What follows belongs to an exercise in optimizing a design on an open flow for a short achievable clock period and few clock cycles; a production flow would make more cautious choices.
Only simulation tests tie the RTL to the original design; equivalence was not proved.
No activity file was given, so power comes from the tool's default toggle rates.

==> job 1436 <==
Design cpu_sc_part, start of the top module:
module cpu_sc_part (
    input         clk,
    input         reset,
    output [9:0]  imem_addr,
    input  [31:0] imem_rdata,
    output [9:0]  dmem_addr,
    output [31:0] dmem_wdata,
    output        dmem_we,
    input  [31:0] dmem_rdata
);
    reg  [9:0]  pc;
    reg  [31:0] ir;
    reg         e_wr;        
    reg  [4:0]  e_rd;
    reg         e_ld;
    reg         e_st;
    reg         e_and;
    reg         e_or;
    reg         e_sub;
    reg         e_fa;        
    reg         e_fb;        
    reg  [31:0] e_a;
    reg  [31:0] e_b;
    reg  [9:0]  e_addr;
    reg         w_wr;
    reg  [4:0]  w_rd;
    reg  [31:0] w_res;
    reg  [9:0]  p_addr;
    reg         p_we;
    reg  [31:0] p_wdata;
    reg         b_v;
    reg  [9:0]  b_addr;
    reg  [31:0] b_data;
    reg  [31:0] rf [1:31];
    wire [6:0] d_op  = ir[6:0];
    wire [4:0] d_rd  = ir[11:7];
    wire [2:0] d_f3  = ir[14:12];
    wire [4:0] d_rs1 = ir[19:15];
    wire [4:0] d_rs2 = ir[24:20];
    wire d_isr = (d_op == 7'b0110011);
    wire d_isi = (d_op == 7'b0010011);
    wire d_isl = (d_op == 7'b0000011);
    wire d_iss = (d_op == 7'b0100011);
    wire d_wr  = (d_isr | d_isi | d_isl) & (d_rd != 5'd0);
    wire d_and = (d_isr & ~ir[30] & (d_f3 == 3'b111)) | (d_isi & (d_f3 == 3'b111));
    wire d_or  =  d_isr & ~ir[30] & (d_f3 == 3'b110);
    wire d_sub =  d_isr &  ir[30] & (d_f3 == 3'b000);
    wire [31:0] d_immi = {{20{ir[31]}}, ir[31:20]};
    wire [11:0] d_imma = d_iss ? {ir[31:25], ir[11:7]} : ir[31:20];
  ...
==> module cpu_sc_part, before the edit <==
module cpu_sc_part (
    input         clk,
    input         reset,
    output [9:0]  imem_addr,
    input  [31:0] imem_rdata,
    output [9:0]  dmem_addr,
    output [31:0] dmem_wdata,
    output        dmem_we,
    input  [31:0] dmem_rdata
);
    reg  [9:0]  pc;
    reg  [31:0] ir;
    reg         e_wr;        
    reg  [4:0]  e_rd;
    reg         e_ld;
    reg         e_st;
    reg         e_and;
    reg         e_or;
    reg         e_sub;
    reg         e_fa;        
    reg         e_fb;        
    reg  [31:0] e_a;
    reg  [31:0] e_b;
    reg  [9:0]  e_addr;
    reg         w_wr;
    reg  [4:0]  w_rd;
    reg  [31:0] w_res;
    reg  [9:0]  p_addr;
    reg         p_we;
    reg  [31:0] p_wdata;
    reg         b_v;
    reg  [9:0]  b_addr;
    reg  [31:0] b_data;
    reg  [31:0] rf [1:31];
    wire [6:0] d_op  = ir[6:0];
    wire [4:0] d_rd  = ir[11:7];
    wire [2:0] d_f3  = ir[14:12];
    wire [4:0] d_rs1 = ir[19:15];
    wire [4:0] d_rs2 = ir[24:20];
    wire d_isr = (d_op == 7'b0110011);
    wire d_isi = (d_op == 7'b0010011);
    wire d_isl = (d_op == 7'b0000011);
    wire d_iss = (d_op == 7'b0100011);
    wire d_wr  = (d_isr | d_isi | d_isl) & (d_rd != 5'd0);
    wire d_and = (d_isr & ~ir[30] & (d_f3 == 3'b111)) | (d_isi & (d_f3 == 3'b111));
    wire d_or  =  d_isr & ~ir[30] & (d_f3 == 3'b110);
    wire d_sub =  d_isr &  ir[30] & (d_f3 == 3'b000);
    wire [31:0] d_immi = {{20{ir[31]}}, ir[31:20]};
    wire [11:0] d_imma = d_iss ? {ir[31:25], ir[11:7]} : ir[31:20];
    wire [31:0] rf1 = (d_rs1 == 5'd0) ? 32'd0 : rf[d_rs1];
    wire [31:0] rf2 = (d_rs2 == 5'd0) ? 32'd0 : rf[d_rs2];
    wire [31:0] d_v1 = (w_wr && w_rd == d_rs1) ? w_res : rf1;
    wire [31:0] d_v2 = (w_wr && w_rd == d_rs2) ? w_res : rf2;
    wire [11:0] d_asum = d_v1[11:0] + d_imma;
    wire stall = (d_isl | d_iss) & e_wr & (e_rd == d_rs1);
    wire d_go  = ~stall;    
    wire [31:0] x_a = e_fa ? w_res : e_a;
    wire [31:0] x_b = e_fb ? w_res : e_b;
    wire [31:0] x_alu = e_and ? (x_a & x_b) :
                        e_or  ? (x_a | x_b) :
                        e_sub ? (x_a - x_b) :
                                (x_a + x_b);
    wire        x_hit = b_v & (b_addr == p_addr);
    wire [31:0] x_ld  = x_hit ? b_data : dmem_rdata;
    wire [31:0] x_res = e_ld ? x_ld : x_alu;
    wire        pend_v    = b_v | e_st;
    wire [9:0]  pend_addr = b_v ? b_addr : e_addr;
    wire [31:0] pend_data = b_v ? b_data : x_b;
    wire        next_ld   = d_isl & d_go;
    always @(posedge clk) begin
        if (reset) begin
            pc    <= 10'd0;
            ir    <= 32'd0;
            e_wr  <= 1'b0;
            e_ld  <= 1'b0;
            e_st  <= 1'b0;
            w_wr  <= 1'b0;
            p_we  <= 1'b0;
            b_v   <= 1'b0;
        end else begin
            if (d_go) begin
                pc <= pc + 10'd1;
                ir <= imem_rdata;
            end
            e_wr <= d_go & d_wr;
            e_ld <= d_go & d_isl;
            e_st <= d_go & d_iss;
            w_wr <= e_wr;
            if (next_ld) begin
                p_we <= 1'b0;
                b_v  <= pend_v;
            end else begin
                p_we <= pend_v;
                b_v  <= 1'b0;
            end
        end
    end
    always @(posedge clk) begin
        e_rd   <= d_rd;
        e_and  <= d_and;
        e_or   <= d_or;
        e_sub  <= d_sub;
        e_fa   <= e_wr & (e_rd == d_rs1);
        e_fb   <= ~d_isi & e_wr & (e_rd == d_rs2);
        e_a    <= d_v1;
        e_b    <= d_isi ? d_immi : d_v2;
        e_addr <= d_asum[11:2];
        w_rd   <= e_rd;
        w_res  <= x_res;
        if (next_ld) begin
            p_addr <= d_asum[11:2];
            b_addr <= pend_addr;
            b_data <= pend_data;
        end else begin
            p_addr  <= pend_addr;
            p_wdata <= pend_data;
        end
    end
    integer i;
    always @(posedge clk) begin
        for (i = 1; i < 32; i = i + 1) begin
            if (reset)
                rf[i] <= 32'd0;
            else if (w_wr && w_rd == i)
                rf[i] <= w_res;
        end
    end
    assign imem_addr  = pc;
    assign dmem_addr  = p_addr;
    assign dmem_wdata = p_wdata;
    assign dmem_we    = p_we;
endmodule
clock: 9.0 ns
lec_check: 0
cap_margin: 20
core_margin: 2
core_utilization: 40
setup_slack_margin: 0.2
slew_margin: 20
run.sh (not shown) runs the stock make flow with config.mk's settings and CLKGATE_MAP_FILE= SYNTH_SCRIPT=/design/flow/synth_recipe.tcl, a recipe that flattens the netlist after the stock synthesis.
==> job 7835 (differences from job 1436) <==
--- a/flow/design.v
+++ b/flow/design.v
@@ -258,124 +258,72 @@
     input  [31:0] dmem_rdata
 );
-    reg  [9:0]  pc;
-    reg  [31:0] ir;
-    reg         e_wr;        
-    reg  [4:0]  e_rd;
-    reg         e_ld;
-    reg         e_st;
-    reg         e_and;
-    reg         e_or;
-    reg         e_sub;
-    reg         e_fa;        
-    reg         e_fb;        
-    reg  [31:0] e_a;
-    reg  [31:0] e_b;
-    reg  [9:0]  e_addr;
-    reg         w_wr;
-    reg  [4:0]  w_rd;
-    reg  [31:0] w_res;
-    reg  [9:0]  p_addr;
-    reg         p_we;
-    reg  [31:0] p_wdata;
-    reg         b_v;
-    reg  [9:0]  b_addr;
-    reg  [31:0] b_data;
-    reg  [31:0] rf [1:31];
-    wire [6:0] d_op  = ir[6:0];
-    wire [4:0] d_rd  = ir[11:7];
-    wire [2:0] d_f3  = ir[14:12];
-    wire [4:0] d_rs1 = ir[19:15];
-    wire [4:0] d_rs2 = ir[24:20];
-    wire d_isr = (d_op == 7'b0110011);
-    wire d_isi = (d_op == 7'b0010011);
-    wire d_isl = (d_op == 7'b0000011);
-    wire d_iss = (d_op == 7'b0100011);
-    wire d_wr  = (d_isr | d_isi | d_isl) & (d_rd != 5'd0);
-    wire d_and = (d_isr & ~ir[30] & (d_f3 == 3'b111)) | (d_isi & (d_f3 == 3'b111));
-    wire d_or  =  d_isr & ~ir[30] & (d_f3 == 3'b110);
-    wire d_sub =  d_isr &  ir[30] & (d_f3 == 3'b000);
-    wire [31:0] d_immi = {{20{ir[31]}}, ir[31:20]};
-    wire [11:0] d_imma = d_iss ? {ir[31:25], ir[11:7]} : ir[31:20];
-    wire [31:0] rf1 = (d_rs1 == 5'd0) ? 32'd0 : rf[d_rs1];
-    wire [31:0] rf2 = (d_rs2 == 5'd0) ? 32'd0 : rf[d_rs2];
-    wire [31:0] d_v1 = (w_wr && w_rd == d_rs1) ? w_res : rf1;
-    wire [31:0] d_v2 = (w_wr && w_rd == d_rs2) ? w_res : rf2;
-    wire [11:0] d_asum = d_v1[11:0] + d_imma;
-    wire stall = (d_isl | d_iss) & e_wr & (e_rd == d_rs1);
-    wire d_go  = ~stall;    
-    wire [31:0] x_a = e_fa ? w_res : e_a;
-    wire [31:0] x_b = e_fb ? w_res : e_b;
-    wire [31:0] x_alu = e_and ? (x_a & x_b) :
-                        e_or  ? (x_a | x_b) :
-                        e_sub ? (x_a - x_b) :
-                                (x_a + x_b);
-    wire        x_hit = b_v & (b_addr == p_addr);
-    wire [31:0] x_ld  = x_hit ? b_data : dmem_rdata;
-    wire [31:0] x_res = e_ld ? x_ld : x_alu;
-    wire        pend_v    = b_v | e_st;
-    wire [9:0]  pend_addr = b_v ? b_addr : e_addr;
-    wire [31:0] pend_data = b_v ? b_data : x_b;
-    wire        next_ld   = d_isl & d_go;
-    always @(posedge clk) begin
-        if (reset) begin
-            pc    <= 10'd0;
-            ir    <= 32'd0;
-            e_wr  <= 1'b0;
-            e_ld  <= 1'b0;
-            e_st  <= 1'b0;
-            w_wr  <= 1'b0;
-            p_we  <= 1'b0;
-            b_v   <= 1'b0;
-        end else begin
-            if (d_go) begin
-                pc <= pc + 10'd1;
-                ir <= imem_rdata;
-            end
-            e_wr <= d_go & d_wr;
-            e_ld <= d_go & d_isl;
-            e_st <= d_go & d_iss;
-            w_wr <= e_wr;
-            if (next_ld) begin
-                p_we <= 1'b0;
-                b_v  <= pend_v;
-            end else begin
-                p_we <= pend_v;
-                b_v  <= 1'b0;
-            end
-        end
-    end
-    always @(posedge clk) begin
-        e_rd   <= d_rd;
-        e_and  <= d_and;
-        e_or   <= d_or;
-        e_sub  <= d_sub;
-        e_fa   <= e_wr & (e_rd == d_rs1);
-        e_fb   <= ~d_isi & e_wr & (e_rd == d_rs2);
-        e_a    <= d_v1;
-        e_b    <= d_isi ? d_immi : d_v2;
-        e_addr <= d_asum[11:2];
-        w_rd   <= e_rd;
-        w_res  <= x_res;
-        if (next_ld) begin
-            p_addr <= d_asum[11:2];
-            b_addr <= pend_addr;
-            b_data <= pend_data;
-        end else begin
-            p_addr  <= pend_addr;
-            p_wdata <= pend_data;
-        end
-    end
-    integer i;
-    always @(posedge clk) begin
-        for (i = 1; i < 32; i = i + 1) begin
-            if (reset)
-                rf[i] <= 32'd0;
-            else if (w_wr && w_rd == i)
-                rf[i] <= w_res;
-        end
-    end
-    assign imem_addr  = pc;
-    assign dmem_addr  = p_addr;
-    assign dmem_wdata = p_wdata;
-    assign dmem_we    = p_we;
+    wire [31:0] pc;
+    wire [31:0] pc_plus4;
+    wire [31:0] instruction;
+    wire RegWrite;
+    wire ALUSrc;
+    wire MemWrite;
+    wire MemRead;
+    wire [2:0] ALUOp;
+    wire [1:0] ImmSel;
+    wire [31:0] rdata1;
+    wire [31:0] rdata2;
+    wire [31:0] immOut;
+    wire [31:0] alu_b;
+    wire [31:0] alu_result;
+    wire alu_zero;
+    wire [31:0] mem_read_data;
+    wire [31:0] wb_data;
+    reg32 PC_reg (
+        .clk(clk),
+        .reset(reset),
+        .we(1'b1),
+        .d(pc_plus4),
+        .q(pc)
+    );
+    PCInc pcinc_inst (
+        .clk(clk),
+        .oldPC(pc),
+        .newPC(pc_plus4)
+    );
+    assign imem_addr   = pc[11:2];
+    assign instruction = imem_rdata;
+    ControlUnit CU (
+        .instruction(instruction),
+        .RegWrite(RegWrite),
+        .ALUSrc(ALUSrc),
+        .MemWrite(MemWrite),
+        .MemRead(MemRead),
+        .ALUOp(ALUOp),
+        .ImmSel(ImmSel)
+    );
+    immGen IMM (
+        .immSel(ImmSel),
+        .instruction(instruction),
+        .immOut(immOut)
+    );
+    reg_file RF (
+        .clk(clk),
+        .reset(reset),
+        .reg_write_en(RegWrite),
+        .rs1(instruction[19:15]),
+        .rs2(instruction[24:20]),
+        .rd(instruction[11:7]),
+        .wd(wb_data),
+        .rdata1(rdata1),
+        .rdata2(rdata2)
+    );
+    assign alu_b = ALUSrc ? immOut : rdata2;
+    rv32ialu ALU (
+        .A(rdata1),
+        .B(alu_b),
+        .alu_ctrl(ALUOp),
+        .Y(alu_result),
+        .zero(alu_zero)
+    );
+    assign dmem_addr     = alu_result[11:2];
+    assign dmem_wdata    = rdata2;
+    assign dmem_we       = MemWrite;
+    assign mem_read_data = dmem_rdata;
+    assign wb_data = MemRead ? mem_read_data : alu_result;
 endmodule
==> summary.txt <==
Chip Width: job 1436 387.7 um; job 7835 361.2 um
Routed length on met2: job 1436 133,100 um; job 7835 136,400 um
Clk sink count: job 1436 1,245; job 7835 1,002
Cell Count, Final, Fillers Out: job 1436 9,329; job 7835 8,191
Die area: job 1436 150,300 sq um; job 7835 130,500 sq um
Post-synthesis xor/xnor area fraction: job 1436 1.532%; job 7835 0.9094%
Met3 layer usage reported by global route: job 1436 21.36%; job 7835 21.54%
Most frequently used cell type in the post-synthesis netlist: job 1436 sky130_fd_sc_hd__nand2_1; job 7835 sky130_fd_sc_hd__dfxtp_1
Post-Synth Adder-Cell Area: job 1436 0.9898%; job 7835 1.182%
Fraction of standard cell area that is sequential: job 1436 38.49%; job 7835 33.23%
Drt total wl: job 1436 346,700 um; job 7835 347,800 um
Status: job 1436 complete, no violations; job 7835 complete, no violations
Post-synthesis mux area share: job 1436 2.878%; job 7835 0.6717%
Non-clock buffering overhead: job 1436 3.833%; job 7835 8.857%
Core Footprint: job 1436 145,900 sq um; job 7835 127,000 sq um
Power Dens Cells: job 1436 206.1 nW/um^2; job 7835 165.6 nW/um^2
Fraction of standard cell area in multi-input logic: job 1436 46.53%; job 7835 47.79%
Initial Utilization: job 1436 40.37%; job 7835 40.18%
Largest net degree at the start of global routing: job 1436 217; job 7835 189
Worst skew pair latency: job 1436 820 ps; job 7835 840 ps
Post-route clock period utilization: job 1436 64.66%; job 7835 97.49%
Testbench counts of job 1436, summed over its fixed seeds: cycles 31,934.
Testbench counts of job 7835, summed over its fixed seeds: cycles 30,849.

static timing again, ports no longer ideal:
The flow's constraints put no driver on any port. The routed layouts listed below were extracted and timed again, unchanged, in two steps. Step 1: set_driving_cell puts a clkbuf_16 on clk and a buf_2 on each other input, an assumption about the parent block. Step 2, shift: input delay + t, output delay - t, t = (earliest + latest rising clock arrival at the registers) / 2. This alone moves slack from input paths to output paths. Three values: no drivers, after step 1, after step 2; two values: the first two.
| run | shift t [ns] | slack for setup (ns) | latest minus earliest clock arrival (ns) | slew at the worst register clock pin (ns) |
|---|---|---|---|---|
| job 1436 | 0.891 | 3.181 / 3.181 / 3.181 | 0.043 / 0.043 | 0.07 / 0.07 |
| job 7835 | 0.885 | 0.226 / 0.201 / -0.001 | 0.076 / 0.076 | 0.08 / 0.08 |
With both steps, setup timing fails in job 7835, where it was met with ideal ports. The setup slack of job 7835, which loses most, moves by -0.025 ns with the drivers and by -0.227 ns with both steps.
